This is an optimization exercise on Yosys and OpenROAD, whose aim is small area, not a production implementation. Function was checked by simulation only, so behaviour that the tests miss may differ from the original. Power figures rest on the tool's default switching activity, not on a simulated workload.

== run C ==
==> flow/design.v <==
module simple_cpu (
    input  wire       CLK,
    input  wire       RST,         
    input  wire       Rx_in,
    output wire       Tx_out,
    output wire [7:0] LED_out
);
    reg  [7:0]  cnt;
    reg  [3:0]  bn;        
    reg  [2:0]  st;        
    reg         pa;        
    reg  [15:0] ar;        
    reg  [7:0]  H;         
    reg  [7:0]  L;         
    reg  [2:0]  op;
    reg         c;         
    reg         sv;        
    wire [3:0] p = cnt[3:0];
    wire tx     = st[2] & (st[1] | st[0]);    
    wire idle   = bn[3] & ~bn[1] & bn[0];     
    wire wrap   = tx ? (cnt[7] & cnt[6] & cnt[4] & cnt[3])
                     : (cnt[7:5] == 3'b110) & (cnt[4] == bn[0]) & (p == 4'd15);
    wire win    = cnt[7:4] == 4'd6;                     
    wire win1   = cnt[7:4] == 4'd4;                     
    wire stop   = bn == 4'd8;
    wire data   = ~bn[3];
    wire p0     = p == 4'd0;
    wire p15    = p == 4'd15;
    wire [4:0] s = {1'b0, p} + {1'b0, bn};
    wire [3:0] t = s[3:0];
    wire armed  = ~s[4];
    wire at     = ar[15];
    wire op_mul = op == 3'd3;
    wire op_add = op == 3'd1;
    wire op_sub = op == 3'd2;
    wire op_not = op == 3'd6;
    wire op_and = op == 3'd4;
    wire op_or  = op == 3'd5;
    wire op_xor = op == 3'd7;
    wire cen    = op_add | op_sub | op_mul;
    wire st3 = st == 3'd3;
    wire st4 = st == 3'd4;
    wire p_data  = (st3 | st4) & data;
    wire p_hinit = (st == 3'd2) & stop;
    wire p_fix   = st4 & stop;
    wire len16   = st4;
    wire pstart  = ~pa & win & (t == 4'd15) & (p_data | p_hinit | p_fix);
    wire pend    = pa & (t[2:0] == 3'd7) & (t[3] | ~len16);
    wire tail     = len16 ? L[0] : H[0];
    wire init_val = ~op_mul & (at ^ op_not);
    wire first    = st4 & (bn == 4'd0) & ~t[3];
    wire B        = Rx_in;
    reg a;
    always @(*) begin
        if (p_hinit | first)
            a = init_val;
        else if (p_fix & sv)
            a = c ^ (t == 4'd15);
        else
            a = tail;
    end
    reg b;
    always @(*) begin
        b = 1'b0;
        if (pa & p_data) begin
            case (op)
                3'd1, 3'd7: b = B & p0;
                3'd2:       b = B & armed;
                3'd3:       b = B & at & armed;
                3'd4:       b = ~B & p0 & a;
                3'd5:       b = B & p0 & ~a;
                default:    b = 1'b0;
            endcase
        end
    end
    wire ce   = c & cen & p_data & (t != 4'd0);
    wire sum  = a ^ b ^ ce;
    wire cout = (a & b) | (a & ce) | (b & ce);
    wire hsh  = pa | ((st == 3'd5) & wrap & (bn != 4'd15));
    wire lsh  = pa & len16;
    wire w1p  = st4 & stop & win1 & p15;
    wire load_a  = ((st == 3'd1) | (st == 3'd2)) & data & win & (p == {st == 3'd1, bn[2:0]});
    wire load_op = (st == 3'd0) & data & (bn[2:0] < 3'd3) & win & p0;
    wire txbit = (st == 3'd5) ? H[0] : L[bn[2:0]];
    always @(posedge CLK or negedge RST) begin
        if (!RST) begin
            cnt  <= 8'd0;
            bn   <= 4'd9;
            st   <= 3'd0;
            pa   <= 1'b0;
            L    <= 8'd0;
        end else begin
            if (pstart)
                pa <= 1'b1;
            else if (pend)
                pa <= 1'b0;
            if (lsh)
                L <= {H[0], L[7:1]};
            if (idle) begin
                cnt <= {4'd0, p + 4'd1};
                if (!Rx_in)
                    bn <= 4'd15;
            end else begin
                cnt <= cnt + 8'd1;
                if (wrap) begin
                    cnt[7:4] <= 4'd0;
                    if (tx) cnt[3:0] <= 4'd0;
                    bn <= bn + 4'd1;
                end
                if (stop & (tx ? wrap : cnt[7])) begin
                    cnt[7:4] <= 4'd0;
                    if (st == 3'd6) begin
                        st <= 3'd0;
                        bn <= 4'd9;
                    end else begin
                        st <= st + 3'd1;
                        bn <= st[2] ? 4'd15 : 4'd9;
                        if (st[2]) cnt[3:0] <= 4'd0;
                    end
                end
            end
        end
    end
    always @(posedge CLK) begin
        ar <= {ar[14:0], load_a ? Rx_in : at};
        if (hsh)
            H <= {sum, H[7:1]};
        if (load_op)
            op <= {Rx_in, op[2:1]};
        if (w1p)
            c <= H[7];
        else if (pa & ~p_fix)
            c <= cout;
        if (st3 & (bn == 4'd7) & win & p15)
            sv <= ~(at ^ B ^ op_sub);
        else if (w1p)
            sv <= sv & (at ^ H[7]) & (op_add | op_sub);
    end
    assign Tx_out  = ~tx | (bn[3] ? ~bn[0] : txbit);
    assign LED_out = L;
endmodule
Settings: LEC_CHECK=0, CAP_MARGIN=20, CORE_MARGIN=2, CORE_UTILIZATION=40, PLACE_DENSITY=0.6, SLEW_MARGIN=20; clock period 10.0 ns.
run.sh (not shown) runs the stock make flow with config.mk's settings and CLKGATE_MAP_FILE= SYNTH_SCRIPT=/design/flow/synth_recipe.tcl, a recipe that flattens the netlist after the stock synthesis.
The following lists how run K was set up differently from run C:
--- a/flow/design.v
+++ b/flow/design.v
@@ -3,25 +3,23 @@
     input  wire       RST,         
     input  wire       Rx_in,
     output wire       Tx_out,
     output wire [7:0] LED_out
 );
-    reg  [7:0]  cnt;
+    reg  [7:0]  cnt;       
     reg  [3:0]  bn;        
     reg  [2:0]  st;        
+    reg         busy;      
+    reg  [3:0]  p;         
     reg         pa;        
     reg  [15:0] ar;        
     reg  [7:0]  H;         
     reg  [7:0]  L;         
     reg  [2:0]  op;
     reg         c;         
     reg         sv;        
-    wire [3:0] p = cnt[3:0];
-    wire tx     = st[2] & (st[1] | st[0]);    
-    wire idle   = bn[3] & ~bn[1] & bn[0];     
-    wire wrap   = tx ? (cnt[7] & cnt[6] & cnt[4] & cnt[3])
-                     : (cnt[7:5] == 3'b110) & (cnt[4] == bn[0]) & (p == 4'd15);
+    wire wrap   = cnt[7] & cnt[6] & cnt[4] & cnt[3];   
     wire win    = cnt[7:4] == 4'd6;                     
     wire win1   = cnt[7:4] == 4'd4;                     
     wire stop   = bn == 4'd8;
     wire data   = ~bn[3];
     wire p0     = p == 4'd0;
@@ -79,45 +77,47 @@
     wire hsh  = pa | ((st == 3'd5) & wrap & (bn != 4'd15));
     wire lsh  = pa & len16;
     wire w1p  = st4 & stop & win1 & p15;
     wire load_a  = ((st == 3'd1) | (st == 3'd2)) & data & win & (p == {st == 3'd1, bn[2:0]});
     wire load_op = (st == 3'd0) & data & (bn[2:0] < 3'd3) & win & p0;
+    wire tx = st[2] & (st[1] | st[0]);    
     wire txbit = (st == 3'd5) ? H[0] : L[bn[2:0]];
     always @(posedge CLK or negedge RST) begin
         if (!RST) begin
             cnt  <= 8'd0;
-            bn   <= 4'd9;
+            bn   <= 4'd15;
             st   <= 3'd0;
+            busy <= 1'b0;
+            p    <= 4'd0;
             pa   <= 1'b0;
             L    <= 8'd0;
         end else begin
+            p <= p + 4'd1;
             if (pstart)
                 pa <= 1'b1;
             else if (pend)
                 pa <= 1'b0;
             if (lsh)
                 L <= {H[0], L[7:1]};
-            if (idle) begin
-                cnt <= {4'd0, p + 4'd1};
+            if (!busy) begin
+                cnt <= 8'd0;
+                bn  <= 4'd15;
                 if (!Rx_in)
-                    bn <= 4'd15;
+                    busy <= 1'b1;
             end else begin
-                cnt <= cnt + 8'd1;
-                if (wrap) begin
-                    cnt[7:4] <= 4'd0;
-                    if (tx) cnt[3:0] <= 4'd0;
+                cnt <= wrap ? 8'd0 : cnt + 8'd1;
+                if (wrap)
                     bn <= bn + 4'd1;
-                end
                 if (stop & (tx ? wrap : cnt[7])) begin
-                    cnt[7:4] <= 4'd0;
+                    cnt <= 8'd0;
+                    bn  <= 4'd15;
                     if (st == 3'd6) begin
-                        st <= 3'd0;
-                        bn <= 4'd9;
+                        st   <= 3'd0;
+                        busy <= 1'b0;
                     end else begin
-                        st <= st + 3'd1;
-                        bn <= st[2] ? 4'd15 : 4'd9;
-                        if (st[2]) cnt[3:0] <= 4'd0;
+                        st   <= st + 3'd1;
+                        busy <= st[2];    
                     end
                 end
             end
         end
     end
### Flow results
Result: PASS for each of run K and run C. In the reports for run K and run C, the larger fraction of the core area covered by cells at the end of the flow belongs to run K. As far as count of final setup violators goes, run C and run K are indistinguishable; the numbers are identical. Run K vs. run C: clock buffer count in the final layout went up by 5. Looking only at routed wire length, and setting everything else aside, the higher value of run K and run C goes to run K. Measured against each other, run K and run C differ in minimum clock period, the higher figure coming from run C. Run C has higher delay of the slowest cell on the worst path than run K. Die span in x came out higher on run K than on run C. [run K vs run C] total number of H-tree levels: higher in run K. Run C has a lower power share of the clock group than run K. Lower actual slew at the worst max-slew pin was reported by run C, not run K. Taking run C as the reference, in run K proportion of total power due to net switching flat; pin count of the biggest net entering global routing up 5; total power up 0.000096 W.

[separate check: timing with driven ports]
In the flow no input, the clock included, has a driving cell. The finished layouts below were timed again as built, in two steps.
Step 1 sets driving cells, clkbuf_16 on the clock port and buf_2 on the other inputs (assumed; they add their load-dependent delay and slew).
Step 2 adds t to the input delays and takes it off the output delays; t is the mean of the earliest and latest rising clock arrival at the registers after step 1. Input paths then give back, and output paths get back, about the clock's delay inside the block.
Three values: no drivers, after step 1, after step 2; two values: the first two.
run	t, ns	slack for setup (ns)	worst setup path after step 2
run C	0.341	5.512 / 5.481 / 5.599	input to register
run K	0.361	5.548 / 5.519 / 5.787	input to register
After both steps setup and hold are still met in every run listed.
